This is an optimization exercise on Yosys and OpenROAD, whose aim is small area, a short achievable clock period and few clock cycles, not a production implementation.
The RTL was checked by simulation tests, not by an equivalence proof against the original design.
No activity file was given, so power comes from the tool's default toggle rates.

==> inputs of job 7006 <==
==> flow/design.v <==
module JAM (
input CLK,
input RST,
output reg [2:0] W,
output reg [2:0] J,
input [6:0] Cost,
output reg [3:0] MatchCount,
output reg [9:0] MinCost,
output reg Valid );
reg [7:0] k;
always @(posedge CLK or posedge RST) begin
    if (RST) k <= 0;
    else if (k != 138) k <= k + 1'b1;
end
always @(*) begin
    W = k[5:3];
    J = k[2:0];
end
always @(posedge CLK or posedge RST) begin
    if (RST) Valid <= 1'b0;
    else if (k == 137) Valid <= 1'b1;
end
reg [447:0] m;    
wire [7:0] km1 = k - 1'b1;
wire ld = (k >= 1) && (k <= 64);
integer i;
always @(posedge CLK) begin
    for (i = 0; i < 64; i = i + 1)
        if (i % 8 != 7) m[7*i +: 7] <= m[7*(i+1) +: 7];
        else m[7*i +: 7] <= (ld && km1[5:3] == i / 8) ? Cost : m[7*(i-7) +: 7];
end
reg [9:0] shp;
always @(posedge CLK or posedge RST) begin
    if (RST) shp <= 10'd1;
    else case (k)
        8'd71: shp <= 10'd2;
        8'd79: shp <= 10'd4;
        8'd87: shp <= 10'd8;
        8'd95: shp <= 10'd16;
        8'd103: shp <= 10'd32;
        8'd111: shp <= 10'd64;
        8'd119: shp <= 10'd128;
        8'd127: shp <= 10'd256;
        8'd131: shp <= 10'd512;
        default: ;
    endcase
end
wire [223:0] c;
assign c[0 +: 7] = m[0 +: 7];
assign c[7 +: 7] = cr[7 +: 7];
assign c[14 +: 7] = cr[14 +: 7];
assign c[21 +: 7] = cr[21 +: 7];
assign c[28 +: 7] = m[56 +: 7];
assign c[35 +: 7] = cr[35 +: 7];
assign c[42 +: 7] = cr[42 +: 7];
assign c[49 +: 7] = cr[49 +: 7];
assign c[56 +: 7] = m[112 +: 7];
assign c[63 +: 7] = cr[63 +: 7];
assign c[70 +: 7] = cr[70 +: 7];
assign c[77 +: 7] = cr[77 +: 7];
assign c[84 +: 7] = m[168 +: 7];
assign c[91 +: 7] = cr[91 +: 7];
assign c[98 +: 7] = cr[98 +: 7];
assign c[105 +: 7] = cr[105 +: 7];
assign c[112 +: 7] = cr[112 +: 7];
assign c[119 +: 7] = cr[119 +: 7];
assign c[126 +: 7] = cr[126 +: 7];
assign c[133 +: 7] = m[273 +: 7];
assign c[140 +: 7] = cr[140 +: 7];
assign c[147 +: 7] = cr[147 +: 7];
assign c[154 +: 7] = cr[154 +: 7];
assign c[161 +: 7] = m[329 +: 7];
assign c[168 +: 7] = cr[168 +: 7];
assign c[175 +: 7] = cr[175 +: 7];
assign c[182 +: 7] = cr[182 +: 7];
assign c[189 +: 7] = m[385 +: 7];
assign c[196 +: 7] = cr[196 +: 7];
assign c[203 +: 7] = cr[203 +: 7];
assign c[210 +: 7] = cr[210 +: 7];
assign c[217 +: 7] = m[441 +: 7];
reg [223:0] cr;    
always @(posedge CLK) begin
    cr[7 +: 7] <= ({7{shp[0] | shp[1] | shp[3] | shp[4] | shp[5] | shp[6] | shp[7] | shp[8]}} & m[14 +: 7])
        | ({7{shp[2] | shp[9]}} & m[21 +: 7]);
    cr[14 +: 7] <= ({7{shp[0] | shp[1] | shp[4]}} & m[21 +: 7])
        | ({7{shp[2] | shp[3] | shp[5]}} & m[28 +: 7])
        | ({7{shp[8]}} & m[35 +: 7])
        | ({7{shp[6] | shp[7] | shp[9]}} & m[49 +: 7]);
    cr[21 +: 7] <= ({7{shp[0] | shp[6]}} & m[28 +: 7])
        | ({7{shp[1] | shp[2] | shp[3] | shp[7] | shp[9]}} & m[35 +: 7])
        | ({7{shp[4] | shp[5] | shp[8]}} & m[42 +: 7]);
    cr[35 +: 7] <= ({7{shp[0] | shp[1] | shp[3] | shp[4] | shp[5] | shp[6] | shp[7] | shp[8]}} & m[70 +: 7])
        | ({7{shp[2] | shp[9]}} & m[77 +: 7]);
    cr[42 +: 7] <= ({7{shp[0] | shp[1] | shp[4]}} & m[77 +: 7])
        | ({7{shp[2] | shp[3] | shp[5]}} & m[84 +: 7])
        | ({7{shp[8]}} & m[91 +: 7])
        | ({7{shp[6] | shp[7] | shp[9]}} & m[105 +: 7]);
    cr[49 +: 7] <= ({7{shp[0] | shp[6]}} & m[84 +: 7])
        | ({7{shp[1] | shp[2] | shp[3] | shp[7] | shp[9]}} & m[91 +: 7])
        | ({7{shp[4] | shp[5] | shp[8]}} & m[98 +: 7]);
    cr[63 +: 7] <= ({7{shp[0] | shp[1] | shp[3] | shp[4] | shp[5] | shp[6] | shp[7] | shp[8]}} & m[126 +: 7])
        | ({7{shp[2] | shp[9]}} & m[133 +: 7]);
    cr[70 +: 7] <= ({7{shp[0] | shp[1] | shp[4]}} & m[133 +: 7])
        | ({7{shp[2] | shp[3] | shp[5]}} & m[140 +: 7])
        | ({7{shp[8]}} & m[147 +: 7])
        | ({7{shp[6] | shp[7] | shp[9]}} & m[161 +: 7]);
    cr[77 +: 7] <= ({7{shp[0] | shp[6]}} & m[140 +: 7])
        | ({7{shp[1] | shp[2] | shp[3] | shp[7] | shp[9]}} & m[147 +: 7])
        | ({7{shp[4] | shp[5] | shp[8]}} & m[154 +: 7]);
    cr[91 +: 7] <= ({7{shp[0] | shp[1] | shp[3] | shp[4] | shp[5] | shp[6] | shp[7] | shp[8]}} & m[182 +: 7])
        | ({7{shp[2] | shp[9]}} & m[189 +: 7]);
    cr[98 +: 7] <= ({7{shp[0] | shp[1] | shp[4]}} & m[189 +: 7])
        | ({7{shp[2] | shp[3] | shp[5]}} & m[196 +: 7])
        | ({7{shp[8]}} & m[203 +: 7])
        | ({7{shp[6] | shp[7] | shp[9]}} & m[217 +: 7]);
    cr[105 +: 7] <= ({7{shp[0] | shp[6]}} & m[196 +: 7])
        | ({7{shp[1] | shp[2] | shp[3] | shp[7] | shp[9]}} & m[203 +: 7])
        | ({7{shp[4] | shp[5] | shp[8]}} & m[210 +: 7]);
    cr[112 +: 7] <= ({7{shp[2] | shp[9]}} & m[238 +: 7])
        | ({7{shp[3] | shp[5] | shp[6] | shp[7] | shp[8]}} & m[245 +: 7])
        | ({7{shp[4]}} & m[259 +: 7])
        | ({7{shp[0] | shp[1]}} & m[273 +: 7]);
    cr[119 +: 7] <= ({7{shp[1] | shp[4] | shp[7] | shp[8] | shp[9]}} & m[252 +: 7])
        | ({7{shp[0] | shp[5] | shp[6]}} & m[259 +: 7])
        | ({7{shp[2] | shp[3]}} & m[266 +: 7]);
    cr[126 +: 7] <= ({7{shp[0] | shp[1] | shp[6] | shp[7] | shp[9]}} & m[266 +: 7])
        | ({7{shp[2] | shp[3] | shp[4] | shp[5] | shp[8]}} & m[273 +: 7]);
    cr[140 +: 7] <= ({7{shp[2] | shp[9]}} & m[294 +: 7])
        | ({7{shp[3] | shp[5] | shp[6] | shp[7] | shp[8]}} & m[301 +: 7])
        | ({7{shp[4]}} & m[315 +: 7])
        | ({7{shp[0] | shp[1]}} & m[329 +: 7]);
    cr[147 +: 7] <= ({7{shp[1] | shp[4] | shp[7] | shp[8] | shp[9]}} & m[308 +: 7])
        | ({7{shp[0] | shp[5] | shp[6]}} & m[315 +: 7])
        | ({7{shp[2] | shp[3]}} & m[322 +: 7]);
    cr[154 +: 7] <= ({7{shp[0] | shp[1] | shp[6] | shp[7] | shp[9]}} & m[322 +: 7])
        | ({7{shp[2] | shp[3] | shp[4] | shp[5] | shp[8]}} & m[329 +: 7]);
    cr[168 +: 7] <= ({7{shp[2] | shp[9]}} & m[350 +: 7])
        | ({7{shp[3] | shp[5] | shp[6] | shp[7] | shp[8]}} & m[357 +: 7])
        | ({7{shp[4]}} & m[371 +: 7])
        | ({7{shp[0] | shp[1]}} & m[385 +: 7]);
    cr[175 +: 7] <= ({7{shp[1] | shp[4] | shp[7] | shp[8] | shp[9]}} & m[364 +: 7])
        | ({7{shp[0] | shp[5] | shp[6]}} & m[371 +: 7])
        | ({7{shp[2] | shp[3]}} & m[378 +: 7]);
    cr[182 +: 7] <= ({7{shp[0] | shp[1] | shp[6] | shp[7] | shp[9]}} & m[378 +: 7])
        | ({7{shp[2] | shp[3] | shp[4] | shp[5] | shp[8]}} & m[385 +: 7]);
    cr[196 +: 7] <= ({7{shp[2] | shp[9]}} & m[406 +: 7])
        | ({7{shp[3] | shp[5] | shp[6] | shp[7] | shp[8]}} & m[413 +: 7])
        | ({7{shp[4]}} & m[427 +: 7])
        | ({7{shp[0] | shp[1]}} & m[441 +: 7]);
    cr[203 +: 7] <= ({7{shp[1] | shp[4] | shp[7] | shp[8] | shp[9]}} & m[420 +: 7])
        | ({7{shp[0] | shp[5] | shp[6]}} & m[427 +: 7])
        | ({7{shp[2] | shp[3]}} & m[434 +: 7]);
    cr[210 +: 7] <= ({7{shp[0] | shp[1] | shp[6] | shp[7] | shp[9]}} & m[434 +: 7])
        | ({7{shp[2] | shp[3] | shp[4] | shp[5] | shp[8]}} & m[441 +: 7]);
end
localparam [23:0] PAIRS = {2'd2,2'd3, 2'd1,2'd3, 2'd1,2'd2, 2'd0,2'd3, 2'd0,2'd2, 2'd0,2'd1};
reg [7:0] pa_v [0:3][0:5];
reg       pa_d [0:3][0:5];
reg [7:0] s0, s1;
integer g, e;
always @(posedge CLK) begin
    for (g = 0; g < 4; g = g + 1)
        for (e = 0; e < 6; e = e + 1) begin
            s0 = c[7*(8*g+PAIRS[4*e+2 +: 2]) +: 7] + c[7*(8*g+4+PAIRS[4*e +: 2]) +: 7];
            s1 = c[7*(8*g+PAIRS[4*e +: 2]) +: 7] + c[7*(8*g+4+PAIRS[4*e+2 +: 2]) +: 7];
            pa_v[g][e] <= (s1 < s0) ? s1 : s0;
            pa_d[g][e] <= (s1 == s0);
        end
end
reg [8:0] sp_v [0:1][0:2];
reg [3:0] sp_n [0:1][0:2];
reg [8:0] ta, tb;
reg [2:0] na, nb;
integer h, q;
always @(posedge CLK) begin
    for (h = 0; h < 2; h = h + 1)
        for (q = 0; q < 3; q = q + 1) begin
            ta = pa_v[2*h][q] + pa_v[2*h+1][5-q];
            na = (pa_d[2*h][q] ? 3'd2 : 3'd1) << pa_d[2*h+1][5-q];
            tb = pa_v[2*h][5-q] + pa_v[2*h+1][q];
            nb = (pa_d[2*h][5-q] ? 3'd2 : 3'd1) << pa_d[2*h+1][q];
            sp_v[h][q] <= (tb < ta) ? tb : ta;
            sp_n[h][q] <= (tb < ta) ? {1'b0, nb} : (tb == ta) ? na + nb : {1'b0, na};
        end
end
reg [8:0] hb_v [0:1];
reg [3:0] hb_n [0:1];
reg lt01, lt02, lt12, eq01, eq02, eq12;
always @(posedge CLK) begin
    for (h = 0; h < 2; h = h + 1) begin
        lt01 = sp_v[h][0] < sp_v[h][1];
        lt02 = sp_v[h][0] < sp_v[h][2];
        lt12 = sp_v[h][1] < sp_v[h][2];
        eq01 = sp_v[h][0] == sp_v[h][1];
        eq02 = sp_v[h][0] == sp_v[h][2];
        eq12 = sp_v[h][1] == sp_v[h][2];
        if ((lt01 || eq01) && (lt02 || eq02)) begin
            hb_v[h] <= sp_v[h][0];
            hb_n[h] <= sp_n[h][0] + (eq01 ? sp_n[h][1] : 4'd0) + (eq02 ? sp_n[h][2] : 4'd0);
        end
        else if (!lt01 && (lt12 || eq12)) begin
            hb_v[h] <= sp_v[h][1];
            hb_n[h] <= sp_n[h][1] + (eq12 ? sp_n[h][2] : 4'd0);
        end
        else begin
            hb_v[h] <= sp_v[h][2];
            hb_n[h] <= sp_n[h][2];
        end
    end
end
wire [9:0] tot = hb_v[0] + hb_v[1];
wire [3:0] totn = hb_n[0] * hb_n[1];
wire accum = (k >= 68) && (k < 138);
always @(posedge CLK or posedge RST) begin
    if (RST) begin
        MinCost <= 10'h3ff;
        MatchCount <= 0;
    end
    else if (accum) begin
        if (tot < MinCost) begin
            MinCost <= tot;
            MatchCount <= totn;
        end
        else if (tot == MinCost) MatchCount <= MatchCount + totn;
    end
end
endmodule
==> flow/run.sh <==
#!/bin/bash
# synth_recipe.tcl (not shown) runs the flow's synth.tcl, then flattens the netlist and writes it again
# the make line also repeats each setting of config.mk as NAME=value (left out here)
make -C /OpenROAD-flow-scripts/flow DESIGN_CONFIG=/design/flow/config.mk WORK_HOME=/design/flow/orfs CLKGATE_MAP_FILE= SYNTH_SCRIPT=/design/flow/synth_recipe.tcl finish
==> flow/config.mk <==
export PLATFORM = sky130hd
export DESIGN_NAME = JAM
export DESIGN_NICKNAME = JAM
export VERILOG_FILES = /design/flow/design.v
export SDC_FILE = /design/flow/constraint.sdc
export NUM_CORES = 4
export LEC_CHECK = 0
export ABC_AREA = 1
export CAP_MARGIN = 20
export CORE_MARGIN = 2
export CORE_UTILIZATION = 40
export SLEW_MARGIN = 20
==> flow/constraint.sdc <==
create_clock -name core_clock -period 6.0 [get_ports {CLK}]
set_input_delay 1.2000 -clock core_clock [delete_from_list [all_inputs] [get_ports {CLK}]]
set_output_delay 1.2000 -clock core_clock [all_outputs]
set_load 0.01 [all_outputs]
==> job 2580: changes against job 7006 <==
--- a/flow/design.v
+++ b/flow/design.v
@@ -11,5 +11,5 @@
 always @(posedge CLK or posedge RST) begin
     if (RST) k <= 0;
-    else if (k != 138) k <= k + 1'b1;
+    else if (k != 134) k <= k + 1'b1;
 end
 always @(*) begin
@@ -19,5 +19,5 @@
 always @(posedge CLK or posedge RST) begin
     if (RST) Valid <= 1'b0;
-    else if (k == 137) Valid <= 1'b1;
+    else if (k == 133) Valid <= 1'b1;
 end
 reg [447:0] m;    
@@ -34,13 +34,13 @@
     if (RST) shp <= 10'd1;
     else case (k)
-        8'd71: shp <= 10'd2;
-        8'd79: shp <= 10'd4;
-        8'd87: shp <= 10'd8;
-        8'd95: shp <= 10'd16;
-        8'd103: shp <= 10'd32;
-        8'd111: shp <= 10'd64;
-        8'd119: shp <= 10'd128;
-        8'd127: shp <= 10'd256;
-        8'd131: shp <= 10'd512;
+        8'd67: shp <= 10'd2;
+        8'd75: shp <= 10'd4;
+        8'd83: shp <= 10'd8;
+        8'd91: shp <= 10'd16;
+        8'd99: shp <= 10'd32;
+        8'd107: shp <= 10'd64;
+        8'd115: shp <= 10'd128;
+        8'd123: shp <= 10'd256;
+        8'd127: shp <= 10'd512;
         default: ;
     endcase
@@ -211,5 +211,5 @@
 wire [9:0] tot = hb_v[0] + hb_v[1];
 wire [3:0] totn = hb_n[0] * hb_n[1];
-wire accum = (k >= 68) && (k < 138);
+wire accum = (k >= 64) && (k < 134);
 always @(posedge CLK or posedge RST) begin
     if (RST) begin
ABC_AREA = unset   (was 1)
CORE_UTILIZATION = 65   (was 40)
SETUP_SLACK_MARGIN = 2.5   (was unset)
==> results.txt <==
- Against job 7006, the combinational power of job 2580 is higher by about 2%.
- Against job 7006, the clock-buffer cell count of job 2580 is lower by 13.
- Of job 2580 and job 7006, job 7006 has the higher clock power (gap 5.1%, measured against job 7006).
- Against job 2580, the wire length of job 7006 is larger by about 10%.
- Against job 7006, the maximum frequency of job 2580 is higher by about 21%.
- Worst hold slack: job 2580 is lower than job 7006 (5.1 ps).
- Against job 2580, the sequential power of job 7006 is larger by about 1%.
- Sequential share of layout area: job 2580 is higher than job 7006 (0.34 points).
Testbench counts of job 7006, summed over its fixed seeds: cycles 1,668.
Testbench counts of job 2580, summed over its fixed seeds: cycles 1,620.

-- port drivers added, routing unchanged --
In the flow no input, the clock included, has a driving cell. The finished layouts below were timed again as built, in two steps. Step 1 sets driving cells, clkbuf_16 on the clock port and buf_2 on the other inputs (assumed; they add their load-dependent delay and slew). Step 2 moves the port delays by t, midway between the first and last clock arrival at a register: inputs arrive t later, outputs are due t later. That takes back most of the time a late clock gives input paths. Slacks: ideal ports / drivers / drivers and shift; pairs: ideal ports / drivers.
run | t, ns | slack for setup (ns) | clock arrival spread, ns | worst register clock-pin slew, ns | cell pins on the clock port's net
job 7006 | 0.788 | 1.823 / 1.823 / 1.823 | 0.105 / 0.105 | 0.07 / 0.07 | 1
job 2580 | 0.748 | 2.557 / 2.533 / 2.557 | 0.062 / 0.063 | 0.07 / 0.07 | 1
After both steps every run listed still meets setup and hold.
